This design comes from an exercise in tuning for small area on the open sky130 flow, not from production work.
Only simulation tests tie the RTL to the original design; equivalence was not proved.

## the previous run
==> module game_of_life, before the edit <==
module game_of_life #(
    parameter [63:0] INIT_GRID = 64'h0
)(
    input  logic       clk,
    input  logic       rst,
    input  logic       load,
    input  logic       load_bit,
    input  logic [2:0] fcol,       
    input  logic       use_s0,     
    input  logic       save_s0,    
    input  logic       borrow,     
    input  logic [7:0] wcol,       
    input  logic [7:0] wcol7,      
    output logic [7:0] fetch,      
    output logic [7:0] wdata       
);
    logic [63:0] grid;
    logic [7:0]  a, b, s0;          
    logic [7:0]  nxt;               
    logic [7:0]  rcol;
    always_comb begin
        for (int m = 0; m < 8; m++)
            fetch[m] = grid[m * 8 + fcol];
    end
    assign rcol = use_s0 ? s0 : fetch;
    logic [1:0] h [8];
    always_comb begin
        for (int r = 0; r < 8; r++)
            h[r] = 2'(b[r]) + 2'(a[r]) + 2'(rcol[r]);
        for (int r = 0; r < 8; r++) begin
            logic [3:0] sum;
            sum = 4'(h[(r + 7) % 8]) + 4'(h[r]) + 4'(h[(r + 1) % 8]);
            nxt[r] = (sum == 4'd3) | (a[r] & (sum == 4'd4));
        end
        for (int m = 0; m < 8; m++)
            wdata[m] = borrow ? nxt[(m + 1) % 8] : nxt[m];
    end
    always_ff @(posedge clk) begin
        a <= fetch;
        b <= a;
        if (save_s0)
            s0 <= fetch;
    end
    logic [7:0] x0, x1;     
    logic [7:0] sel, sel7;  
    logic [7:0] en, en7;
    assign x0 = wdata & {8{~rst}};
    assign x1 = wdata | {8{rst}};
    assign sel = wcol | {8{rst}};
    assign sel7 = wcol7 | {8{rst}};
    assign en = sel | {8{load}};
    assign en7 = sel7 | {8{load}};
    always_ff @(posedge clk) begin
        for (int q = 0; q < 64; q++) begin
            if ((q / 8 == 7) ? en7[q % 8] : en[q % 8])
                grid[q] <= ((q / 8 == 7) ? sel7[q % 8] : sel[q % 8])
                         ? (INIT_GRID[q] ? x1[q / 8] : x0[q / 8])
                         : ((q == 63) ? load_bit : grid[(q + 1) % 64]);
        end
    end
endmodule
Settings: LEC_CHECK=0, ABC_AREA=1, CAP_MARGIN=20, CORE_MARGIN=2, CORE_UTILIZATION=45, SLEW_MARGIN=20; clock period 10.0 ns.
run.sh (not shown) runs the stock make flow with config.mk's settings and CLKGATE_MAP_FILE= SYNTH_SCRIPT=/design/flow/synth_recipe.tcl, a recipe that flattens the netlist after the stock synthesis.
#### Input delta (the current run over the previous run)
-- flow/design.v --
<<< the previous run, line 116
    end
    assign rcol = use_s0 ? s0 : fetch;
    logic [1:0] h [8];
    always_comb begin
        for (int r = 0; r < 8; r++)
            h[r] = 2'(b[r]) + 2'(a[r]) + 2'(rcol[r]);
        for (int r = 0; r < 8; r++) begin
            logic [3:0] sum;
            sum = 4'(h[(r + 7) % 8]) + 4'(h[r]) + 4'(h[(r + 1) % 8]);
            nxt[r] = (sum == 4'd3) | (a[r] & (sum == 4'd4));
        end
        for (int m = 0; m < 8; m++)
>>> the current run, line 116
    end
    assign rcol = use_s0 ? s0 : fetch;
    always_comb begin
        for (int r = 0; r < 8; r++) begin
            logic [3:0] sum;
            sum = 4'(b[(r + 7) % 8]) + 4'(b[r]) + 4'(b[(r + 1) % 8])
                + 4'(a[(r + 7) % 8]) + 4'(a[(r + 1) % 8])
                + 4'(rcol[(r + 7) % 8]) + 4'(rcol[r]) + 4'(rcol[(r + 1) % 8]);
            nxt[r] = (sum == 4'd3) | (a[r] & (sum == 4'd2));
        end
        for (int m = 0; m < 8; m++)
<<< the previous run, line 134
            s0 <= fetch;
    end
    logic [7:0] x0, x1;     
    logic [7:0] sel, sel7;  
    logic [7:0] en, en7;
    assign x0 = wdata & {8{~rst}};
    assign x1 = wdata | {8{rst}};
    assign sel = wcol | {8{rst}};
    assign sel7 = wcol7 | {8{rst}};
    assign en = sel | {8{load}};
    assign en7 = sel7 | {8{load}};
    always_ff @(posedge clk) begin
        for (int q = 0; q < 64; q++) begin
            if ((q / 8 == 7) ? en7[q % 8] : en[q % 8])
                grid[q] <= ((q / 8 == 7) ? sel7[q % 8] : sel[q % 8])
                         ? (INIT_GRID[q] ? x1[q / 8] : x0[q / 8])
                         : ((q == 63) ? load_bit : grid[(q + 1) % 64]);
        end
    end
>>> the current run, line 133
            s0 <= fetch;
    end
    always_ff @(posedge clk) begin
        for (int q = 0; q < 64; q++) begin
            if (rst)
                grid[q] <= INIT_GRID[q];
            else if ((q / 8 == 7) ? wcol7[q % 8] : wcol[q % 8])
                grid[q] <= wdata[q / 8];
            else if (load)
                grid[q] <= (q == 63) ? load_bit : grid[(q + 1) % 64];
        end
    end
--- outcome ---
- | non-clock buffer instance count of the final layout | higher: the previous run |
- Going from the previous run to the current run, minimum clock period after layout grows by 0.51 ns.
- Diff the current run and the previous run: final cell count without fillers higher in the current run
- Of the two candidates, the previous run has the better total vias in the final route and the current run the worse one.
- Number of DRC markers in iteration 0 in the current run vs the previous run: up 156
- | HPWL reported at the end of detailed placement | higher: the current run |
- First-pass GRT wire length on the current run is up relative to the previous run.
- Diff the previous run -> the current run: non-clock buffer contribution to total cell area lost 0.24 points, multi-input logic portion of the cell area increased by 6.4 points relative to the old numbers.

* * *

Another version of the RTL of top (not shown whole).
Size: ~1800 cells after synthesis, ~7 I/O pins, roughly 0.015 sq mm of cells after synthesis.
==> module game_of_life, before the edit <==
module game_of_life #(
    parameter [63:0] INIT_GRID = 64'h0
)(
    input  logic       clk,
    input  logic       rst,
    input  logic       load,
    input  logic       load_bit,
    input  logic [7:0] fsel,       
    input  logic       use_s0,     
    input  logic       save_s0,    
    input  logic       borrow,     
    input  logic [7:0] wcol,       
    input  logic [7:0] wcol7,      
    output logic [7:0] fetch,      
    output logic [7:0] wdata       
);
    logic [63:0] grid;
    logic [7:0]  a, b, s0;          
    logic [7:0]  nxt;               
    logic [7:0]  rcol;
    always_comb begin
        for (int m = 0; m < 8; m++)
            fetch[m] = |(grid[m * 8 +: 8] & fsel);
    end
    assign rcol = use_s0 ? s0 : fetch;
    logic [1:0] h [8];
    always_comb begin
        for (int r = 0; r < 8; r++)
            h[r] = 2'(b[r]) + 2'(a[r]) + 2'(rcol[r]);
        for (int r = 0; r < 8; r++) begin
            logic [3:0] sum;
            sum = 4'(h[(r + 7) % 8]) + 4'(h[r]) + 4'(h[(r + 1) % 8]);
            nxt[r] = (sum == 4'd3) | (a[r] & (sum == 4'd4));
        end
        for (int m = 0; m < 8; m++)
            wdata[m] = borrow ? nxt[(m + 1) % 8] : nxt[m];
    end
    always_ff @(posedge clk) begin
        a <= fetch;
        b <= a;
        if (save_s0)
            s0 <= fetch;
    end
    always_ff @(posedge clk) begin
        for (int q = 0; q < 64; q++) begin
            if (rst)
                grid[q] <= INIT_GRID[q];
            else if ((q / 8 == 7) ? wcol7[q % 8] : wcol[q % 8])
                grid[q] <= wdata[q / 8];
            else if (load)
                grid[q] <= (q == 63) ? load_bit : grid[(q + 1) % 64];
        end
    end
endmodule
clock: 10.0 ns
lec_check: 0
abc_area: 1
cap_margin: 20
core_margin: 2
core_utilization: 70
cts_buf_list: sky130_fd_sc_hd__clkbuf_8
cts_cluster_diameter: 100
cts_cluster_size: 16
slew_margin: 20
standard.sh (not shown) runs the stock make flow with config.mk's settings and CLKGATE_MAP_FILE= SYNTH_SCRIPT=/design/flow/synth_recipe.tcl, a recipe that flattens the netlist after the stock synthesis.
==> flow/flow/run.sh <==
#!/bin/bash
# The standard layout, except for synthesis: the combinational logic is
# mapped with an area-oriented ABC script (flow/abc_area.script) and without
# Yosys's full-adder extraction. Registers, flattening and renaming are those
# of the standard synthesis (same synth_recipe.tcl).
set -euo pipefail
rm -rf scripts_area
cp -r "$FLOW_HOME/scripts" scripts_area
cp flow/abc_area.script scripts_area/abc_area.script
bash standard.sh SCRIPTS_DIR="$PWD/scripts_area" ADDER_MAP_FILE= synth > synth.log 2>&1
bash standard.sh finish > layout.log 2>&1
==> flow/flow/abc_area.script <==
strash
&get -n
&deepsyn -T 20
&put
dch -f
amap
strash
dch -f
amap
topo
Next try:
--- a/flow/design.v
+++ b/flow/design.v
@@ -139,16 +139,23 @@
         b <= a;
         if (save_s0)
             s0 <= fetch;
     end
+    logic [7:0] x0, x1;     
+    logic [7:0] sel, sel7;  
+    logic [7:0] en, en7;
+    assign x0 = wdata & {8{~rst}};
+    assign x1 = wdata | {8{rst}};
+    assign sel = wcol | {8{rst}};
+    assign sel7 = wcol7 | {8{rst}};
+    assign en = sel | {8{load}};
+    assign en7 = sel7 | {8{load}};
     always_ff @(posedge clk) begin
         for (int q = 0; q < 64; q++) begin
-            if (rst)
-                grid[q] <= INIT_GRID[q];
-            else if ((q / 8 == 7) ? wcol7[q % 8] : wcol[q % 8])
-                grid[q] <= wdata[q / 8];
-            else if (load)
-                grid[q] <= (q == 63) ? load_bit : grid[(q + 1) % 64];
+            if ((q / 8 == 7) ? en7[q % 8] : en[q % 8])
+                grid[q] <= ((q / 8 == 7) ? sel7[q % 8] : sel[q % 8])
+                         ? (INIT_GRID[q] ? x1[q / 8] : x0[q / 8])
+                         : ((q == 63) ? load_bit : grid[(q + 1) % 64]);
         end
     end
 endmodule
 module top (
Hold slack degrades by 0.0087 ns; synthesized cell count came out lower by 0.79%; global-route usage came out lower by 3.6 points; cell area came out higher by 8.1%; clock-buffer cell count does not change; area after synthesis came out higher by 8.9%; setup slack degrades by 0.12 ns; non-clock buffer count came out lower by 5; sequential share of layout area came out higher by 8.2 points.

* * *

Setup of run A:
The RTL this note starts from:
==> flow/design.v <==
module ws2812b (
    input  logic       bits,
    input  logic [1:0] colour,    
    input  logic [1:0] third,
    input  logic [2:0] rgb,       
    output logic       ws2812b_out
);
    logic bitval;
    always_comb begin
        case (colour)
            2'd0: bitval = rgb[1];
            2'd1: bitval = rgb[2];
            default: bitval = rgb[0];
        endcase
        ws2812b_out = bits & ((third == 2'd0) | (bitval & (third == 2'd1)));
    end
endmodule
module controller (
    input  logic       clk,
    input  logic       rst,
    output logic       rd,
    output logic       bits,
    output logic [5:0] pixel,
    output logic [1:0] colour,   
    output logic [1:0] third
);
    localparam [1:0] READ = 2'd0, PRE = 2'd1, BITS = 2'd2, IDLE = 2'd3;
    logic [1:0] ph;
    logic [2:0] q5;     
    logic [1:0] t3;     
    logic [4:0] n;      
    logic [5:0] pix;    
    logic q_end, t_end, n_end, pix_end, idle_end, clr;
    assign q_end = (q5 == 3'd4);
    assign t_end = q_end & (t3 == 2'd2);
    assign n_end = t_end & (n == 5'd23);
    assign pix_end = (ph == BITS) & (n == 5'd23) & (t3 == 2'd2) & (q5 == 3'd3);
    assign idle_end = (ph == IDLE) & (pix == 6'd5) & (n == 5'd13) & (t3 == 2'd0) & q_end;
    assign clr = pix_end | idle_end | (ph == PRE);
    always_ff @(posedge clk) begin
        if (rst) begin
            ph <= READ;
            q5 <= 3'd0;
            t3 <= 2'd0;
            n <= 5'd0;
            pix <= 6'd0;
        end else begin
            case (ph)
                READ: ph <= PRE;
                PRE: if (q5 == 3'd1) ph <= BITS;
                BITS: if (pix_end) ph <= (pix == 6'd63) ? IDLE : READ;
                default: if (idle_end) ph <= READ;
            endcase
            if (ph != READ)
                q5 <= (q_end | (ph == PRE & q5 == 3'd1) | pix_end) ? 3'd0 : q5 + 3'd1;
            if (pix_end | idle_end) begin
                t3 <= 2'd0;
                n <= 5'd0;
            end else if (ph[1]) begin
                if (q_end) t3 <= (t3 == 2'd2) ? 2'd0 : t3 + 2'd1;
                if (t_end) n <= (n == 5'd23) ? 5'd0 : n + 5'd1;
            end
            if (idle_end)
                pix <= 6'd0;
            else if (pix_end | (ph == IDLE & n_end))
                pix <= pix + 6'd1;
        end
    end
    assign rd = (ph == READ);
    assign bits = (ph == BITS);
    assign pixel = pix;
    assign colour = n[4:3];
    assign third = t3;
endmodule
module game_of_life #(
    parameter [63:0] INIT_GRID = 64'h0
)(
    input  logic       clk,
    input  logic       rst,
    input  logic       load,
    input  logic       load_bit,
    input  logic [7:0] fsel,       
    input  logic       use_s0,     
    input  logic       save_s0,    
    input  logic       borrow,     
    input  logic [7:0] wcol,       
    input  logic [7:0] wcol7,      
    output logic [7:0] fetch,      
    output logic [7:0] wdata       
);
    logic [63:0] grid;
    logic [7:0]  a, b, s0;          
    logic [7:0]  nxt;               
    logic [7:0]  rcol;
    always_comb begin
        for (int m = 0; m < 8; m++)
            fetch[m] = |(grid[m * 8 +: 8] & fsel);
    end
    assign rcol = use_s0 ? s0 : fetch;
    logic [1:0] h [8];
    always_comb begin
        for (int r = 0; r < 8; r++)
            h[r] = 2'(b[r]) + 2'(a[r]) + 2'(rcol[r]);
        for (int r = 0; r < 8; r++) begin
            logic [3:0] sum;
            sum = 4'(h[(r + 7) % 8]) + 4'(h[r]) + 4'(h[(r + 1) % 8]);
            nxt[r] = (sum == 4'd3) | (a[r] & (sum == 4'd4));
        end
        for (int m = 0; m < 8; m++)
            wdata[m] = borrow ? nxt[(m + 1) % 8] : nxt[m];
    end
    always_ff @(posedge clk) begin
        a <= fetch;
        b <= a;
        if (save_s0)
            s0 <= fetch;
    end
    always_ff @(posedge clk) begin
        for (int q = 0; q < 64; q++) begin
            if (rst)
                grid[q] <= INIT_GRID[q];
            else if ((q / 8 == 7) ? wcol7[q % 8] : wcol[q % 8])
                grid[q] <= wdata[q / 8];
            else if (load)
                grid[q] <= (q == 63) ? load_bit : grid[(q + 1) % 64];
        end
    end
endmodule
module top (
    input  logic clk,
    input  logic rst,
    input  logic load,
    input  logic [2:0] load_rgb,
    output logic _48b
);
    localparam [14:0] TICK_FIRST = 15'h0001;
    localparam [14:0] TICK_LAST  = 15'h57EA;
    logic [14:0] div_lfsr;
    logic tick;
    always_ff @(posedge clk) begin
        if (rst) begin
            div_lfsr <= TICK_FIRST;
            tick <= 1'b0;
        end else if (div_lfsr == TICK_LAST) begin
            div_lfsr <= TICK_FIRST;
            tick <= 1'b1;
        end else begin
            div_lfsr <= {div_lfsr[13:0], div_lfsr[14] ^ div_lfsr[13]};
            tick <= 1'b0;
        end
    end
    logic       go;
    logic       win;        
    logic [3:0] eoff;       
    logic [9:1] wstep;
    assign wstep = div_lfsr[9:1];
    assign go = tick & ~load;
    always_ff @(posedge clk) begin
        if (rst)
            win <= 1'b0;
        else
            win <= go | (win & ~wstep[9]);
        eoff <= go ? 4'hF : eoff + 4'd1 - 4'(load);
    end
    logic       busy;       
    logic       cw;         
    logic [3:0] wpos;       
    logic       borrow;
    logic [2:0] jw;
    logic [2:0] fcolr;      
    logic [7:0] wcol, wcol7;
    assign busy = go | (win & ~wstep[9]);
    assign cw = win & ~wstep[1];
    assign wpos = eoff - 4'(load);
    assign borrow = cw & wpos[3];
    assign jw = wpos[2:0];
    assign fcolr = 3'(eoff + 4'd1);
    always_comb begin
        for (int j = 0; j < 8; j++) begin
            wcol[j] = cw & (jw == 3'(j));
            wcol7[j] = wcol[j] & ~borrow;
        end
    end
    logic       rd;
    logic       bits;
    logic [5:0] pixel;
    logic [1:0] colour;
    logic [1:0] third;
    logic       pend;
    logic [5:0] pos;        
    logic [2:0] rgb;        
    logic [5:0] tgt;        
    logic [2:0] fcol;
    assign tgt = rd ? pixel : pos - 6'(load);
    assign fcol = go ? 3'd7 : busy ? fcolr : pos[2:0];
    logic [7:0] fsel;
    always_comb begin
        for (int j = 0; j < 8; j++)
            fsel[j] = (fcol == 3'(j));
    end
    logic [7:0] r_fetch, g_fetch, b_fetch;
    logic [7:0] r_wdata, g_wdata, b_wdata;
    game_of_life #(.INIT_GRID(64'hE000_0000_0000_0000)) u_red_gol (
        .clk(clk), .rst(rst), .load(load), .load_bit(load_rgb[2]),
        .fsel(fsel), .use_s0(win & wstep[9]), .save_s0(win & wstep[1]), .borrow(borrow),
        .wcol(wcol), .wcol7(wcol7), .fetch(r_fetch), .wdata(r_wdata));
    game_of_life #(.INIT_GRID(64'h001C_0000_0000_0000)) u_green_gol (
        .clk(clk), .rst(rst), .load(load), .load_bit(load_rgb[1]),
        .fsel(fsel), .use_s0(win & wstep[9]), .save_s0(win & wstep[1]), .borrow(borrow),
        .wcol(wcol), .wcol7(wcol7), .fetch(g_fetch), .wdata(g_wdata));
    game_of_life #(.INIT_GRID(64'h0000_0700_0000_0000)) u_blue_gol (
        .clk(clk), .rst(rst), .load(load), .load_bit(load_rgb[0]),
        .fsel(fsel), .use_s0(win & wstep[9]), .save_s0(win & wstep[1]), .borrow(borrow),
        .wcol(wcol), .wcol7(wcol7), .fetch(b_fetch), .wdata(b_wdata));
    logic wrp;          
    logic wrp_now;
    logic tgt_written;
    assign wrp_now = ~rd & (wrp | (pos == 6'd0 & load));
    assign tgt_written = cw & (tgt[2:0] == jw) & ((tgt[5:3] != 3'd7) | ~borrow | wrp_now);
    always_ff @(posedge clk) begin
        if (rst) begin
            pend <= 1'b0;
        end else if (rd | pend) begin
            pos <= tgt;
            wrp <= wrp_now;
            if (tgt_written) begin
                rgb <= {r_wdata[tgt[5:3]], g_wdata[tgt[5:3]], b_wdata[tgt[5:3]]};
                pend <= 1'b0;
            end else if (!rd && !busy) begin
                rgb <= {r_fetch[pos[5:3]], g_fetch[pos[5:3]], b_fetch[pos[5:3]]};
                pend <= 1'b0;
            end else begin
                pend <= 1'b1;
            end
        end
    end
    controller u_ctrl (
        .clk(clk), .rst(rst), .rd(rd), .bits(bits),
        .pixel(pixel), .colour(colour), .third(third));
    ws2812b u_ws (
        .bits(bits), .colour(colour), .third(third), .rgb(rgb), .ws2812b_out(_48b));
endmodule
clock: 10.0 ns
lec_check: 0
abc_area: 1
cap_margin: 20
core_margin: 2
core_utilization: 70
cts_buf_list: sky130_fd_sc_hd__clkbuf_8
cts_cluster_diameter: 100
cts_cluster_size: 16
slew_margin: 20
Scripts as last shown in full above: flow/flow/run.sh, flow/flow/abc_area.script
The following lists how run B was set up differently from run A:
diff --git a/flow/design.v b/flow/design.v
--- a/flow/design.v
+++ b/flow/design.v
@@ -97,14 +97,17 @@
             fetch[m] = |(grid[m * 8 +: 8] & fsel);
     end
     assign rcol = use_s0 ? s0 : fetch;
+    logic [1:0] g [8];
     logic [1:0] h [8];
     always_comb begin
-        for (int r = 0; r < 8; r++)
-            h[r] = 2'(b[r]) + 2'(a[r]) + 2'(rcol[r]);
         for (int r = 0; r < 8; r++) begin
-            logic [3:0] sum;
-            sum = 4'(h[(r + 7) % 8]) + 4'(h[r]) + 4'(h[(r + 1) % 8]);
-            nxt[r] = (sum == 4'd3) | (a[r] & (sum == 4'd4));
+            g[r] = 2'(b[r]) + 2'(rcol[r]);
+            h[r] = g[r] + 2'(a[r]);
+        end
+        for (int r = 0; r < 8; r++) begin
+            logic [3:0] n;
+            n = 4'(h[(r + 7) % 8]) + 4'(g[r]) + 4'(h[(r + 1) % 8]);
+            nxt[r] = (n[3:1] == 3'd1) & (n[0] | a[r]);
         end
         for (int m = 0; m < 8; m++)
             wdata[m] = borrow ? nxt[(m + 1) % 8] : nxt[m];
Notes after the runs:
- Run B: full flow OK, the timing, design-rule and antenna checks passed
- Run B packs its core looser than run A.
- Run B vs. run A: fraction of cell area in non-clock buffers saw little to no change; maximum frequency saw an increase; area of the mapped netlist saw a decrease.
- Area of all placed cells without fillers improves in run B relative to run A.
- sky130_fd_sc_hd__o21ai_0 as the most common cell after layout, fill and taps aside was reported by run A, and sky130_fd_sc_hd__dfxtp_1 by run B.
- Worst setup slack: run B vs run A up 0.078 ns

[what the ideal ports hide]
No port has a modelled driver above. Below, the same layouts with a new extraction and two added sets of constraints.
Step 1 assumes that a clkbuf_16 drives the clock port and a buf_2 every other input.
Step 2, shift: input delay + t, output delay - t, t = (earliest + latest rising clock arrival at the registers) / 2. This alone moves slack from input paths to output paths.
Three values: ideal ports, drivers, drivers and shift; two values: the first two.
| run | t (ns) | setup slack, ns | clock arrival spread, ns | pins driven straight from the clock port |
|---|---|---|---|---|
| the previous run | 0.608 | 2.055 / 2.079 / 1.471 | 0.019 / 0.020 | 1 |
| the current run | 0.620 | 1.546 / 1.574 / 0.954 | 0.035 / 0.034 | 1 |
| the first run of note 2 | 0.627 | 1.514 / 1.532 / 0.905 | 0.039 / 0.039 | 1 |
| the second run of note 2 | 0.632 | 1.393 / 1.412 / 0.780 | 0.061 / 0.060 | 1 |
| run A | 0.621 | 1.205 / 1.219 / 0.598 | 0.028 / 0.027 | 1 |
| run B | 0.629 | 1.283 / 1.308 / 0.680 | 0.044 / 0.045 | 1 |
After both steps every run listed still meets setup and hold. The setup slack of the second run of note 2, which loses most, moves by +0.019 ns with the drivers and by -0.613 ns with both steps.
